This design comes from an exercise in tuning for small area on the open sky130 flow, not from production work. Where RTL was checked, it was by simulation tests only, not by an equivalence proof against the original. The flow treats the clock pin as an ideal source, which a real chip does not have. Power figures rest on the tool's default switching activity, not on a simulated workload.

==> flow/design.v (excerpt) <==
module top(y, x, c0, c1, c2, clk, rst);
input clk;
input rst;
input [7:0] x;
input [7:0] c0;
input [7:0] c1;
input [7:0] c2;
output [15:0] y;
reg [7:0] xd;
reg [7:0] c0d;
reg [15:0] s2q;
wire [7:0] xg;
wire [7:0] xdg;
wire rstn = ~rst;
and_cell ug0 (.a(x[0]), .b(rstn), .y(xg[0]));
and_cell ugd0 (.a(xd[0]), .b(rstn), .y(xdg[0]));
and_cell ug1 (.a(x[1]), .b(rstn), .y(xg[1]));
and_cell ugd1 (.a(xd[1]), .b(rstn), .y(xdg[1]));
and_cell ug2 (.a(x[2]), .b(rstn), .y(xg[2]));
and_cell ugd2 (.a(xd[2]), .b(rstn), .y(xdg[2]));
and_cell ug3 (.a(x[3]), .b(rstn), .y(xg[3]));
and_cell ugd3 (.a(xd[3]), .b(rstn), .y(xdg[3]));
and_cell ug4 (.a(x[4]), .b(rstn), .y(xg[4]));
and_cell ugd4 (.a(xd[4]), .b(rstn), .y(xdg[4]));
and_cell ug5 (.a(x[5]), .b(rstn), .y(xg[5]));
and_cell ugd5 (.a(xd[5]), .b(rstn), .y(xdg[5]));
and_cell ug6 (.a(x[6]), .b(rstn), .y(xg[6]));
and_cell ugd6 (.a(xd[6]), .b(rstn), .y(xdg[6]));
and_cell ug7 (.a(x[7]), .b(rstn), .y(xg[7]));
and_cell ugd7 (.a(xd[7]), .b(rstn), .y(xdg[7]));
wire [15:0] s2n;
wire p1;
wire p2;
wire p3;
wire p4;
wire p5;
wire p6;
wire p7;
wire p8;
wire p9;
wire p10;
wire p11;
wire p12;
wire p13;
wire p14;
wire p15;
wire p16;
wire p17;
wire p18;
wire p19;
wire p20;
wire p21;
wire p22;
wire p23;
wire p24;
wire p25;
wire p26;
wire p27;
wire p28;
wire p29;
wire p30;
wire p31;
wire p32;
wire p33;
wire p34;
wire p35;
wire p36;
wire p37;
wire p38;
wire p39;
wire p40;
wire p41;
wire p42;
wire p43;
wire p44;
wire p45;
wire p46;
wire p47;
wire p48;
wire p49;
wire p50;
wire p51;
wire p52;
wire p53;
wire p54;
wire p55;
wire p56;
  ...
For scale: about 32 flip-flops, roughly 50 I/O pins, ~5600 sq um of cells after synthesis.
Settings: LEC_CHECK=0, CAP_MARGIN=20, CORE_MARGIN=2, CORE_UTILIZATION=40, CTS_BUF_LIST=sky130_fd_sc_hd__clkbuf_8, SLEW_MARGIN=20, SYNTH_HIERARCHICAL=1, SYNTH_MINIMUM_KEEP_SIZE=0; clock period 10.0 ns.
standard.sh (not shown) runs the stock make flow with config.mk's settings and CLKGATE_MAP_FILE= SYNTH_SCRIPT=/design/flow/synth_recipe.tcl, a recipe that flattens the netlist after the stock synthesis.
==> flow/flow/run.sh <==
#!/bin/bash
# The standard layout (standard.sh, unchanged synthesis and steps), with
# one difference: the buffers that global placement puts on every input and
# output port are the platform's smallest buffer, not the delay buffer that
# buffer_ports picks by default. The resizer may still upsize them later.
set -euo pipefail
export BUFFER_PORTS_ARGS="-buffer_cell sky130_fd_sc_hd__buf_1"
bash standard.sh > standard.log 2>&1
Change:
==> flow/flow/run.sh (replaced) <==
#!/bin/bash
set -euo pipefail
export BUFFER_PORTS_ARGS="-buffer_cell sky130_fd_sc_hd__buf_1"
export CTS_ARGS="-buf_list sky130_fd_sc_hd__clkbuf_16 -sink_clustering_enable -sink_clustering_size 32 -sink_clustering_max_diameter 500 -dont_use_dummy_load -repair_clock_nets"
bash standard.sh > standard.log 2>&1
Result: Non-clock buffer count is unchanged; routed wire length hardly moves; global-route usage came out higher by 0.11 points; maximum frequency hardly moves; worst hold slack loses 0.0083 ns; setup slack stays flat; total power is higher slightly; die area does not change; sequential power is about the same.
Change:
==> flow/flow/run.sh (replaced) <==
#!/bin/bash
set -euo pipefail
export BUFFER_PORTS_ARGS="-buffer_cell sky130_fd_sc_hd__buf_1"
export CTS_ARGS="-buf_list sky130_fd_sc_hd__clkbuf_8 -sink_clustering_enable -sink_clustering_size 32 -sink_clustering_max_diameter 500 -dont_use_dummy_load -repair_clock_nets"
bash standard.sh > standard.log 2>&1
=> Wire length came out lower slightly; utilization came out lower by 0.41 points; via count barely changes; final cell count stays the same; worst hold slack barely changes; sequential share of layout area came out higher by 0.10 points; die area does not change; clock skew barely changes.
Change:
==> flow/flow/run.sh (replaced) <==
#!/bin/bash
# The standard layout (standard.sh, unchanged synthesis and steps), with
# one difference: the buffers that global placement puts on every input and
# output port are the platform's smallest buffer, not the delay buffer that
# buffer_ports picks by default. The resizer may still upsize them later.
set -euo pipefail
export BUFFER_PORTS_ARGS="-buffer_cell sky130_fd_sc_hd__buf_1"
bash standard.sh > standard.log 2>&1
CTS_CLUSTER_DIAMETER = 300   (was unset)
CTS_CLUSTER_SIZE = 40   (was unset)
=>
- The new run completed without violations
- die area does not change
- area after synthesis does not change
- synthesized cell count does not change
- via count grows by 0.75%
- utilization goes up by 0.17 points
- power rises by 0.87%
- count of clock-buffer cells in the layout climbs by 1
- clock power climbs by about 20%

* * *

Another version of the RTL of top (not shown whole).
For scale: ~480 cells after synthesis, ~32 flip-flops, ~50 I/O pins, roughly 5500 um2 of cells after synthesis.
Settings: LEC_CHECK=0, CAP_MARGIN=20, CORE_MARGIN=2, CORE_UTILIZATION=40, CTS_BUF_LIST=sky130_fd_sc_hd__clkbuf_8, GPL_TIMING_DRIVEN=0, SLEW_MARGIN=20, SYNTH_HIERARCHICAL=1, SYNTH_MINIMUM_KEEP_SIZE=0; clock period 10.0 ns.
==> flow/flow/run.sh <==
#!/bin/bash
# The standard layout (standard.sh: the standard synthesis and ORFS steps,
# unchanged), with these environment settings for the ORFS steps:
#  - the buffers that global placement puts on every input and output port are
#    the platform's smallest buffer (buf_1) instead of the delay buffer that
#    buffer_ports picks by default; the resizer may still upsize them;
#  - clock tree synthesis uses clkbuf_8 and inserts no dummy loads.
# All of ORFS's output goes to standard.log here and to orfs/logs/.
set -euo pipefail
export BUFFER_PORTS_ARGS="-buffer_cell sky130_fd_sc_hd__buf_1"
export REMOVE_ABC_BUFFERS=1
export CTS_ARGS="-buf_list sky130_fd_sc_hd__clkbuf_8 -sink_clustering_enable -sink_clustering_size 32 -sink_clustering_max_diameter 1000 -sink_clustering_levels 1 -dont_use_dummy_load -repair_clock_nets"
bash standard.sh > standard.log 2>&1
The first run finished clean.
Rerun with:
--- a/flow/flow/run.sh
+++ b/flow/flow/run.sh
@@ -10,4 +10,4 @@
 export BUFFER_PORTS_ARGS="-buffer_cell sky130_fd_sc_hd__buf_1"
 export REMOVE_ABC_BUFFERS=1
-export CTS_ARGS="-buf_list sky130_fd_sc_hd__clkbuf_8 -sink_clustering_enable -sink_clustering_size 32 -sink_clustering_max_diameter 1000 -sink_clustering_levels 1 -dont_use_dummy_load -repair_clock_nets"
+export CTS_ARGS="-root_buf sky130_fd_sc_hd__clkbuf_16 -buf_list sky130_fd_sc_hd__clkbuf_16 -dont_use_dummy_load -repair_clock_nets"
 bash standard.sh > standard.log 2>&1
=> The new run finished clean. Setup slack barely changes. Register-to-register slack hardly moves. Synthesized cell count is unchanged. Count of clock-buffer cells in the layout does not change. Sequential share of layout area falls by 0.10 points. Hold slack gets worse by 0.0082 ns. Total power rises by 2.5%. Cell area rises by 0.95%. Routed wire length rises by 0.36%.
Rerun with:
==> flow/flow/run.sh (replaced) <==
#!/bin/bash
set -euo pipefail
export BUFFER_PORTS_ARGS="-buffer_cell sky130_fd_sc_hd__buf_1"
export CTS_ARGS="-buf_list sky130_fd_sc_hd__clkbuf_8 -sink_clustering_enable -sink_clustering_size 32 -sink_clustering_max_diameter 500 -dont_use_dummy_load -repair_clock_nets"
bash standard.sh > standard.log 2>&1
--- a/flow/config.mk
+++ b/flow/config.mk
@@ -10,5 +10,4 @@
 export CORE_UTILIZATION = 40
 export CTS_BUF_LIST = sky130_fd_sc_hd__clkbuf_8
-export GPL_TIMING_DRIVEN = 0
 export SLEW_MARGIN = 20
 export SYNTH_HIERARCHICAL = 1
After rerunning: The changed run went through all stages and came out clean; power drops by 1.5%; first-iteration DRC count drops by 36%; core utilization stays flat; worst setup slack is better by 0.035 ns; fmax climbs by 0.38%.
Rerun with:
==> flow/flow/run.sh (replaced) <==
#!/bin/bash
# The standard layout (standard.sh: the standard synthesis and ORFS steps,
# unchanged), with these environment settings for the ORFS steps:
#  - the buffers that global placement puts on every input and output port are
#    the platform's smallest buffer (buf_1) instead of the delay buffer that
#    buffer_ports picks by default; the resizer may still upsize them;
#  - clock tree synthesis uses clkbuf_8 and inserts no dummy loads.
# All of ORFS's output goes to standard.log here and to orfs/logs/.
set -euo pipefail
export BUFFER_PORTS_ARGS="-buffer_cell sky130_fd_sc_hd__buf_1"
export REMOVE_ABC_BUFFERS=1
export CTS_ARGS="-buf_list sky130_fd_sc_hd__clkbuf_8 -sink_clustering_enable -dont_use_dummy_load -repair_clock_nets"
bash standard.sh > standard.log 2>&1
--- a/flow/config.mk
+++ b/flow/config.mk
@@ -10,4 +10,5 @@
 export CORE_UTILIZATION = 40
 export CTS_BUF_LIST = sky130_fd_sc_hd__clkbuf_8
+export GPL_TIMING_DRIVEN = 0
 export SLEW_MARGIN = 20
 export SYNTH_HIERARCHICAL = 1
Setup slack got worse by 0.038 ns.
Clock-buffer cell count stays the same.
Wire length is lower by 3.0%.
Sequential cell count stays the same.
Fmax is lower by 0.40%.
Final cell count is lower by 0.99%.
Sequential share of layout area is about the same.
Rerun with:
==> flow/flow/run.sh (replaced) <==
#!/bin/bash
set -euo pipefail
export BUFFER_PORTS_ARGS="-buffer_cell sky130_fd_sc_hd__buf_1"
export REMOVE_ABC_BUFFERS=1
export CTS_ARGS="-buf_list sky130_fd_sc_hd__clkbuf_8 -sink_clustering_enable -dont_use_dummy_load -repair_clock_nets"
bash standard.sh > standard.log 2>&1
Effect: Design area is unchanged. Synthesized cell count stays the same. Total power does not change. Critical path depth stays the same. Worst setup slack does not change. Fmax does not change. Worst hold slack stays the same. Final cell count does not change. Count of clock-buffer cells in the layout does not change. Sequential share of layout area stays the same. Routed wire length is unchanged.

* * *

run 1:
top, a different RTL version from the one above (not shown whole).
Size: about 500 cells after synthesis.
## top
module top(y, x, c0, c1, c2, clk, rst);
input clk;
input rst;
input [7:0] x;
input [7:0] c0;
input [7:0] c1;
input [7:0] c2;
output [15:0] y;
reg [7:0] xd;
reg [7:0] c0d;
reg [15:0] s2q;
wire [7:0] xg;
wire [7:0] xdg;
gate_cell ug0 (.a(x[0]), .r(rst), .y(xg[0]));
gate_cell ugd0 (.a(xd[0]), .r(rst), .y(xdg[0]));
gate_cell ug1 (.a(x[1]), .r(rst), .y(xg[1]));
gate_cell ugd1 (.a(xd[1]), .r(rst), .y(xdg[1]));
gate_cell ug2 (.a(x[2]), .r(rst), .y(xg[2]));
gate_cell ugd2 (.a(xd[2]), .r(rst), .y(xdg[2]));
gate_cell ug3 (.a(x[3]), .r(rst), .y(xg[3]));
gate_cell ugd3 (.a(xd[3]), .r(rst), .y(xdg[3]));
gate_cell ug4 (.a(x[4]), .r(rst), .y(xg[4]));
gate_cell ugd4 (.a(xd[4]), .r(rst), .y(xdg[4]));
gate_cell ug5 (.a(x[5]), .r(rst), .y(xg[5]));
gate_cell ugd5 (.a(xd[5]), .r(rst), .y(xdg[5]));
gate_cell ug6 (.a(x[6]), .r(rst), .y(xg[6]));
gate_cell ugd6 (.a(xd[6]), .r(rst), .y(xdg[6]));
gate_cell ug7 (.a(x[7]), .r(rst), .y(xg[7]));
gate_cell ugd7 (.a(xd[7]), .r(rst), .y(xdg[7]));
wire [15:0] s2n;
wire p1;
wire p2;
wire p3;
wire p4;
wire p5;
wire p6;
wire p7;
wire p8;
wire p9;
wire p10;
wire p11;
wire p12;
wire p13;
wire p14;
wire p15;
wire p16;
wire p17;
wire p18;
wire p19;
wire p20;
wire p21;
wire p22;
wire p23;
wire p24;
wire p25;
wire p26;
wire p27;
wire p28;
wire p29;
wire p30;
wire p31;
wire p32;
wire p33;
wire p34;
wire p35;
wire p36;
wire p37;
wire p38;
wire p39;
wire p40;
wire p41;
wire p42;
wire p43;
wire p44;
wire p45;
wire p46;
wire p47;
wire p48;
wire p49;
wire p50;
wire p51;
wire p52;
wire p53;
wire p54;
wire p55;
wire p56;
wire p57;
wire p58;
wire p59;
wire p60;
wire p61;
wire p62;
wire p63;
wire p64;
wire p65;
wire p66;
wire p67;
wire p68;
wire p69;
wire p70;
wire p71;
wire p72;
wire p73;
wire p74;
wire p75;
wire p76;
wire p77;
wire p78;
wire p79;
wire p80;
wire p81;
wire p82;
wire p83;
wire p84;
wire p85;
wire p86;
wire p87;
wire p88;
wire p89;
wire p90;
wire p91;
wire p92;
wire p93;
wire p94;
wire p95;
wire p96;
wire p97;
wire p98;
wire p99;
wire p100;
wire p101;
wire p102;
wire p103;
wire p104;
wire p105;
wire p106;
wire p107;
wire p108;
wire p109;
wire p110;
wire p111;
wire p112;
wire p113;
wire p114;
wire p115;
wire p116;
wire p117;
wire p118;
wire p119;
wire p120;
wire p121;
wire p122;
wire p123;
wire p124;
wire p125;
wire p126;
  ...
clock: 10.0 ns
lec_check: 0
cap_margin: 20
core_margin: 2
core_utilization: 40
slew_margin: 20
synth_hierarchical: 1
synth_minimum_keep_size: 0
==> flow/flow/run.sh <==
#!/bin/bash
# The standard layout (standard.sh, unchanged synthesis and steps), with
# one difference: the buffers that global placement puts on every input and
# output port are the platform's smallest buffer, not the delay buffer that
# buffer_ports picks by default. The resizer may still upsize them later.
set -euo pipefail
export BUFFER_PORTS_ARGS="-buffer_cell sky130_fd_sc_hd__buf_1"
bash standard.sh > standard.log 2>&1
Run 1 finished every step from synthesis to the final layout, and the layout passed the timing, DRC and antenna checks.
[inputs] run 4 vs run 1
- CTS_BUF_LIST: unset -> sky130_fd_sc_hd__clkbuf_8
==> comparison <==
Run 4: final standard cell utilization of the core is 0.40 points lower than what run 1 reported. Summary of the comparison: clock share of power is lower in run 4, relative to run 1. For the via count, run 4 came in 0.57% lower than run 1 did.
Function was not checked in any run of this note: the RTL went through the layout flow alone.

* * *

## amber
Another version of the RTL of top (not shown whole).
Size: ~480 cells after synthesis, about 32 flip-flops, about 50 I/O pins.
export LEC_CHECK = 0
export CAP_MARGIN = 20
export CORE_MARGIN = 2
export CORE_UTILIZATION = 70
export CTS_BUF_LIST = sky130_fd_sc_hd__clkbuf_8
export GPL_TIMING_DRIVEN = 0
export SLEW_MARGIN = 20
export SYNTH_HIERARCHICAL = 1
export SYNTH_MINIMUM_KEEP_SIZE = 0
create_clock -name core_clock -period 10.0 [get_ports {clk}]
==> flow/flow/run.sh <==
#!/bin/bash
# The standard layout (standard.sh: the standard synthesis and ORFS steps,
# unchanged), with these environment settings for the ORFS steps:
#  - the buffers that global placement puts on every input and output port are
#    the platform's smallest buffer (buf_1) instead of the delay buffer that
#    buffer_ports picks by default; the resizer may still upsize them;
#  - clock tree synthesis uses clkbuf_8 and inserts no dummy loads;
# and one extra step after CTS: clksize.tcl resizes the clock tree's buffers
# (a root buffer and four leaf buffers of 7 to 9 flip-flops each) to clkbuf_2
# and clkbuf_4, keeping the tree's shape and placement. The layout then goes
# on with the standard steps (routing, repair, finish).
# Each tool's output: standard_cts.log, clksize.log, standard.log (and the
# per-step logs in orfs/logs/).
set -euo pipefail
export BUFFER_PORTS_ARGS="-buffer_cell sky130_fd_sc_hd__buf_1"
export REMOVE_ABC_BUFFERS=1
export CTS_ARGS="-buf_list sky130_fd_sc_hd__clkbuf_8 -sink_clustering_enable -dont_use_dummy_load -repair_clock_nets"
bash standard.sh cts > standard_cts.log 2>&1
CLKSIZE_ODB="$PWD/orfs/results/$FLOW_PLATFORM/top/base/4_cts.odb" \
  openroad -no_init -exit flow/clksize.tcl > clksize.log 2>&1
bash standard.sh finish > standard.log 2>&1
==> flow/flow/clksize.tcl <==
# Resize the clock tree that CTS built (a root buffer feeding leaf buffers
# that drive the flip-flops) to small buffers: root clkbuf_2, leaves clkbuf_4.
# The tree's shape and placement stay as CTS made them.
read_db $::env(CLKSIZE_ODB)
set block [ord::get_db_block]
set db [ord::get_db]
set clknet [[$block findBTerm clk] getNet]
set roots {}
foreach it [$clknet getITerms] {
  if {[$it isInputSignal]} { lappend roots [$it getInst] }
}
if {[llength $roots] != 1} { error "expected one cell on the clock port, found [llength $roots]" }
set root [lindex $roots 0]
foreach it [$root getITerms] {
  if {[$it isOutputSignal]} { set rootout [$it getNet] }
}
set leaves {}
foreach it [$rootout getITerms] {
  set inst [$it getInst]
  if {$inst eq $root} continue
  if {![string match "sky130_fd_sc_hd__clkbuf_*" [[$inst getMaster] getName]]} {
    error "[$inst getName] on the root's net is not a clock buffer"
  }
  lappend leaves $inst
}
puts "root [$root getName] ([[$root getMaster] getName]), [llength $leaves] leaf buffers"
$root swapMaster [$db findMaster sky130_fd_sc_hd__clkbuf_2]
foreach leaf $leaves {
  $leaf swapMaster [$db findMaster sky130_fd_sc_hd__clkbuf_4]
}
detailed_placement
check_placement
write_db $::env(CLKSIZE_ODB)
amber ended with every stage complete and zero timing, DRC or antenna violations.
Input changes introduced in juniper (baseline for comparison: amber):
- CORE_UTILIZATION: 70 -> 40
Notes after the runs:
The count of clock-buffer cells in the layout of amber and that of juniper are within noise of each other. amber leaves more setup margin than juniper. Of amber and juniper, amber shows the higher fraction of power spent switching nets, with juniper below it. Having completed the whole flow, juniper delivered a layout that passed the timing, DRC and antenna checks. Final instance area (juniper vs. amber) increases slightly. Share of power burned in registers: juniper vs amber up 0.2 points.
Relative to juniper, the following input files were edited for cedar:
- changing CORE_UTILIZATION from 40 to 55
Results
When the final numbers for cedar and juniper were put side by side, the post-layout total power turned out to be smaller in cedar.
Looking at routed length on met2 across cedar and juniper, the one that comes out lower is cedar.
From juniper to cedar the numbers moved as follows: count of fill cells added during filler insertion decreased 419; wire length decreased 4.1%; cell count decreased 6.2%; final worst setup slack increased 0.064 ns; total non-filler cell area in the finished layout decreased about 0.9%.
On power share of the combinational group, cedar and juniper are basically level.
Worst hold-check slack, cedar and juniper: lower on cedar
Input changes introduced in indigo (baseline for comparison: cedar):
- CORE_UTILIZATION now 40, was 55
==> flow/flow/run.sh <==
#!/bin/bash
# The standard layout (standard.sh: the standard synthesis and ORFS steps,
# unchanged), with these environment settings for the ORFS steps:
#  - the buffers that global placement puts on every input and output port are
#    the platform's smallest buffer (buf_1) instead of the delay buffer that
#    buffer_ports picks by default; the resizer may still upsize them;
#  - clock tree synthesis uses clkbuf_8 and inserts no dummy loads.
# All of ORFS's output goes to standard.log here and to orfs/logs/.
set -euo pipefail
export BUFFER_PORTS_ARGS="-buffer_cell sky130_fd_sc_hd__buf_1"
export REMOVE_ABC_BUFFERS=1
export CTS_ARGS="-buf_list sky130_fd_sc_hd__clkbuf_8 -sink_clustering_enable -dont_use_dummy_load -repair_clock_nets"
bash standard.sh > standard.log 2>&1
removed: flow/flow/clksize.tcl
--- outcome ---
- cedar → indigo: end-of-flow core utilization now sits lower, global-route wire length before repair now sits higher, number of fill cells in the layout went up by 410.
- Any difference in hold slack between indigo and cedar is small enough to ignore.

[re-timing with driven ports]
How much do the figures lean on ideal ports? The routed layouts below were timed once more, with nothing changed but the port constraints. Step 1: set_driving_cell puts a clkbuf_16 on clk and a buf_2 on each other input, an assumption about the parent block. Step 2 adds t to the input delays and takes it off the output delays; t is the mean of the earliest and latest rising clock arrival at the registers after step 1. Input paths then give back, and output paths get back, about the clock's delay inside the block. Three values: no drivers, after step 1, after step 2; two values: the first two.
| run | t, ns | setup slack, ns | clock arrival spread, ns |
|---|---|---|---|
| the first run of note 1 | 0.318 | 0.662 / 0.637 / 0.637 | 0.008 / 0.009 |
| the second run of note 1 | 0.311 | 0.662 / 0.636 / 0.636 | 0.010 / 0.010 |
| the third run of note 1 | 0.312 | 0.662 / 0.641 / 0.641 | 0.011 / 0.011 |
| the fourth run of note 1 | 0.318 | 0.662 / 0.637 / 0.637 | 0.008 / 0.009 |
| the first run of note 2 | 0.310 | 0.629 / 0.601 / 0.601 | 0.011 / 0.011 |
| the second run of note 2 | 0.308 | 0.632 / 0.604 / 0.604 | 0.008 / 0.007 |
| the third run of note 2 | 0.309 | 0.667 / 0.640 / 0.640 | 0.013 / 0.012 |
| the fourth run of note 2 | 0.310 | 0.629 / 0.601 / 0.601 | 0.011 / 0.011 |
| the fifth run of note 2 | 0.310 | 0.629 / 0.601 / 0.601 | 0.011 / 0.011 |
| run 1 | 0.323 | 0.839 / 0.813 / 0.813 | 0.006 / 0.005 |
| run 4 | 0.322 | 0.839 / 0.813 / 0.813 | 0.010 / 0.009 |
| amber | 0.378 | 0.320 / 0.297 / 0.297 | 0.041 / 0.042 |
| juniper | 0.397 | 0.275 / 0.252 / 0.252 | 0.010 / 0.009 |
| cedar | 0.351 | 0.339 / 0.314 / 0.314 | 0.047 / 0.047 |
| indigo | 0.316 | 0.274 / 0.251 / 0.251 | 0.007 / 0.007 |
After both steps every run listed still meets setup and hold.
